From an optimization exercise on the open Yosys and OpenROAD flow, aimed at small area and a short achievable clock period; shortcuts taken in it are not production practice.
Only simulation tests tie the RTL to the original design; equivalence was not proved.

## v34
Design convolution, start of the top module:
module convolution (
    input clk,
    input rst,
    input signed [15:0] x_in,
    output signed [31:0] y_out,
    output signed [31:0] y_out_t
);
clock: 15.0 ns
lec_check: 0
cap_margin: 5
core_margin: 2
core_utilization: 40
cts_cluster_diameter: 80
cts_cluster_size: 28
slew_margin: 5
synth_hierarchical: 1
standard.sh (not shown) runs the stock make flow with config.mk's settings and CLKGATE_MAP_FILE= SYNTH_SCRIPT=/design/flow/synth_recipe.tcl, a recipe that flattens the netlist after the stock synthesis.
==> flow/flow/run.sh <==
#!/bin/bash
# Standard ORFS layout, with repair_timing asked to keep a larger setup margin
# than the clock period needs, so that it works on the paths that set the
# achieved period.  Constraints (constraint.sdc) are unchanged.
set -euo pipefail
export SETUP_SLACK_MARGIN=10.7
bash standard.sh finish > standard_finish.log 2>&1
v34 did not stop at any stage, and its layout met the timing, design-rule and antenna checks.
diff inputs: v34 => v41
Settings: a change of CAP_MARGIN from 5 to 20; a change of SLEW_MARGIN from 5 to 20; an added ABC_CLOCK_PERIOD_IN_PS of 3000.
diff --git a/flow/flow/run.sh b/flow/flow/run.sh
--- a/flow/flow/run.sh
+++ b/flow/flow/run.sh
@@ -5,3 +5,3 @@
 set -euo pipefail
-export SETUP_SLACK_MARGIN=10.7
+export SETUP_SLACK_MARGIN=10.8
 bash standard.sh finish > standard_finish.log 2>&1
Findings:
For cell area, v41 and v34 come out practically identical.
Taking v34 as the reference, in v41 maximum frequency increased 5.9 MHz, minimum setup slack among reg-to-reg paths went up by 0.09 ns, smallest setup slack after layout higher, number of filler instances in the final layout fell by about 0.7%.
The inputs of v18 differ from those of v41 as listed below.
Settings: removing ABC_CLOCK_PERIOD_IN_PS (formerly 3000); setting PLACE_DENSITY to 0.5 for the first time.
Findings:
There was hardly any difference in number of rows created at floorplan between v41 and v18.
Delta (v18 minus v41): final cycle utilization of the critical path comparable; clock-buffer cell count rose by 8; final critical-path setup slack shrank by 0.020 ns.
| pin count of the biggest net entering global routing | v18 vs v41 | about 50% lower |
v18: flow completed, timing, DRC and antenna clean

## alpha
Starting RTL as in the previous note.
==> flow/config.mk <==
export PLATFORM = sky130hd
export DESIGN_NAME = convolution
export DESIGN_NICKNAME = convolution
export VERILOG_FILES = /design/flow/design.v
export SDC_FILE = /design/flow/constraint.sdc
export NUM_CORES = 4
export LEC_CHECK = 0
export ABC_CLOCK_PERIOD_IN_PS = 1000
export CAP_MARGIN = 20
export CORE_MARGIN = 2
export CORE_UTILIZATION = 40
export CTS_CLUSTER_DIAMETER = 80
export CTS_CLUSTER_SIZE = 28
export SLEW_MARGIN = 20
export SYNTH_HIERARCHICAL = 1
==> flow/constraint.sdc <==
create_clock -name core_clock -period 15.0 [get_ports {clk}]
set_input_delay 3.0000 -clock core_clock [delete_from_list [all_inputs] [get_ports {clk}]]
set_output_delay 3.0000 -clock core_clock [all_outputs]
set_load 0.01 [all_outputs]
==> flow/flow/run.sh <==
#!/bin/bash
# Standard ORFS layout, with repair_timing asked to keep a larger setup margin
# than the clock period needs, so that it works on the paths that set the
# achieved period.  Constraints (constraint.sdc) are unchanged.
set -euo pipefail
export SETUP_SLACK_MARGIN=10.8
bash standard.sh finish > standard_finish.log 2>&1
In summary, alpha completed successfully, with a layout that passed the timing, design-rule and antenna checks.
--- input diff alpha..beta ---
Settings: ABC_CLOCK_PERIOD_IN_PS removed (was 1000); SLEW_MARGIN changed from 20 to 5; CAP_MARGIN changed from 20 to 5.
-- flow/flow/run.sh --
<<< alpha, line 6
export SETUP_SLACK_MARGIN=10.8
>>> beta, line 6
export SETUP_SLACK_MARGIN=10.9
## What came out
Sequential share of layout area, beta and alpha, lower one = beta. Measured against beta, the post-cts gate resize count of alpha comes out at 0.803 times the reference value. alpha vs beta, capture point of the worst path: y_out[31] vs y_out_t[26]. Changes observed in beta relative to alpha: number of ordinary inverters in the final layout essentially unchanged, HPWL after detailed placement essentially unchanged, count of clock-buffer cells in the layout increased 6, clock network latency to the later pin of the worst-skew pair essentially unchanged. alpha vs beta, slowest stage cell on the critical path: sky130_fd_sc_hd__dfrtp_2 vs sky130_fd_sc_hd__dfrtp_1.
Edits applied to the flow inputs when going from beta to gamma:
Settings: CTS_CLUSTER_SIZE changed from 28 to 20; CTS_CLUSTER_DIAMETER changed from 80 to 60; SLEW_MARGIN changed from 5 to 20; CAP_MARGIN changed from 5 to 20.
-- flow/flow/run.sh --
<<< beta, line 6
export SETUP_SLACK_MARGIN=10.9
>>> gamma, line 6
export SETUP_SLACK_MARGIN=10.8
Findings:
Reported for gamma and beta, number of H-tree branching levels turned out identical to the last digit.
gamma and beta ended up with nearly the same floorplan die area.
As far as xor/xnor share of the synthesized area goes, gamma and beta are indistinguishable; the numbers are identical.
On slew of the pin with the lowest slew margin: between gamma and beta, it ends up lower for beta.

convolution, a different RTL version from the one above (not shown whole).
For scale: roughly 880 flip-flops, roughly 82 I/O pins, roughly 46000 um^2 of cells after synthesis.
Settings: LEC_CHECK=0, CAP_MARGIN=20, CORE_MARGIN=2, CORE_UTILIZATION=40, SLEW_MARGIN=20, SYNTH_HIERARCHICAL=1; clock period 15.0 ns.
==> flow/flow/run.sh <==
#!/bin/bash
# Standard ORFS layout, with repair_timing asked to keep a larger setup margin
# than the clock period needs, so that it works on the paths that set the
# achieved period.  Constraints (constraint.sdc) are unchanged.
set -euo pipefail
export SETUP_SLACK_MARGIN=11.0
bash standard.sh finish > standard_finish.log 2>&1
The starting point ran to the end with no violations.
Next try:
- CTS_CLUSTER_DIAMETER: default -> 100
- CTS_CLUSTER_SIZE: default -> 30
After rerunning:
- The changed run completed without violations
- die area stays the same
- core utilization decreases by 1.5 points

Setup of run A:
RTL: one of the versions met above, not the one the previous note started from.
Size: ~850 flip-flops, about 82 I/O pins, ~0.045 mm^2 of cells after synthesis.
clock: 15.0 ns
lec_check: 0
cap_margin: 20
core_margin: 2
core_utilization: 40
cts_cluster_diameter: 80
cts_cluster_size: 28
gpl_routability_driven: 0
slew_margin: 20
synth_hierarchical: 1
==> flow/flow/run.sh <==
#!/bin/bash
# Standard ORFS layout, with repair_timing asked to keep a larger setup margin
# than the clock period needs, so that it works on the paths that set the
# achieved period.  Constraints (constraint.sdc) are unchanged.
set -euo pipefail
export SETUP_SLACK_MARGIN=10.8
bash standard.sh finish > standard_finish.log 2>&1
Run A completed end to end with timing, DRC and antenna clean.
diff inputs: run A => run B
# run A
export LEC_CHECK = 0
export CAP_MARGIN = 20
export CORE_MARGIN = 2
export CORE_UTILIZATION = 40
export CTS_CLUSTER_DIAMETER = 80
export CTS_CLUSTER_SIZE = 28
export GPL_ROUTABILITY_DRIVEN = 0
export SLEW_MARGIN = 20
export SYNTH_HIERARCHICAL = 1
create_clock -name core_clock -period 15.0 [get_ports {clk}]
# run B
export LEC_CHECK = 0
export CAP_MARGIN = 5
export CORE_MARGIN = 2
export CORE_UTILIZATION = 40
export CTS_CLUSTER_DIAMETER = 80
export CTS_CLUSTER_SIZE = 28
export SLEW_MARGIN = 5
export SYNTH_HIERARCHICAL = 1
create_clock -name core_clock -period 15.0 [get_ports {clk}]
[summary]
- For per-cell via count in the routed design, run B and run A come out practically identical.
- As far as instance count on the critical path is concerned, run A and run B perform about the same.
- Summary of run B over run A: data required time of the worst path barely changed, sequential share of layout area essentially unchanged, minimum clock period barely changed, share of the clock period used by the worst path after layout held.
diff inputs: run B => run C
# run B
export LEC_CHECK = 0
export CAP_MARGIN = 5
export CORE_MARGIN = 2
export CORE_UTILIZATION = 40
export CTS_CLUSTER_DIAMETER = 80
export CTS_CLUSTER_SIZE = 28
export SLEW_MARGIN = 5
export SYNTH_HIERARCHICAL = 1
create_clock -name core_clock -period 15.0 [get_ports {clk}]
# run C
export LEC_CHECK = 0
export CAP_MARGIN = 20
export CORE_MARGIN = 2
export CORE_UTILIZATION = 40
export CTS_CLUSTER_DIAMETER = 80
export CTS_CLUSTER_SIZE = 28
export SLEW_MARGIN = 20
export SYNTH_HIERARCHICAL = 1
create_clock -name core_clock -period 15.0 [get_ports {clk}]
[summary]
As far as max-slew violation count goes, run B and run C are indistinguishable; the numbers are identical.
From run B to run C, number of standard-cell rows in the floorplan did not move at all.
Reported for run B and run C, maximum frequency from static timing analysis turned out identical to the last digit.
From run C to run B, critical path depth did not move at all.
Run C -> run B: die area delta 0, exact match
| tap cell instance count | run C vs run B | ≈ equal |
Total grt overflow across run B and run C: no real change.
Taking run B as the reference, in run C fraction of the cycle the final worst path needs level.
Run B -> run C: count of clock-net buffers in the final layout flat

-- re-timing with driven ports --
The results above use ideal ports. As a check the final layouts listed here were re-extracted and re-timed, cells and wires unchanged.
Step 1: set_driving_cell puts a clkbuf_16 on clk and a buf_2 on each other input, an assumption about the parent block.
Step 2 times the ports against the registers' clock, not the clock port: input delays grow and output delays shrink by t, the midpoint of the rising clock arrivals with the driver on.
Three values: no drivers, after step 1, after step 2; two values: the first two.
| run | shift t [ns] | setup WS [ns] | worst register clock-pin slew, ns |
|---|---|---|---|
| v34 | 0.694 | 10.600 / 10.533 / 10.227 | 0.11 / 0.11 |
| v41 | 0.692 | 10.711 / 10.644 / 10.373 | 0.11 / 0.11 |
| v18 | 0.703 | 10.691 / 10.624 / 10.219 | 0.11 / 0.11 |
| alpha | 0.692 | 10.711 / 10.644 / 10.373 | 0.11 / 0.11 |
| beta | 0.687 | 10.679 / 10.612 / 10.300 | 0.11 / 0.11 |
| gamma | 0.721 | 10.718 / 10.653 / 10.227 | 0.09 / 0.09 |
| the first run of note 3 | 0.720 | 10.645 / 10.579 / 10.420 | 0.07 / 0.07 |
| the second run of note 3 | 0.681 | 10.676 / 10.610 / 10.436 | 0.12 / 0.12 |
| run A | 0.692 | 10.711 / 10.644 / 10.373 | 0.11 / 0.11 |
| run B | 0.692 | 10.711 / 10.644 / 10.373 | 0.11 / 0.11 |
| run C | 0.692 | 10.711 / 10.644 / 10.373 | 0.11 / 0.11 |
After both steps every run listed still meets setup and hold. For gamma, which loses most, drivers alone change the setup slack by -0.065 ns; drivers and shift together by -0.491 ns. Setup slack includes reset recovery checks.
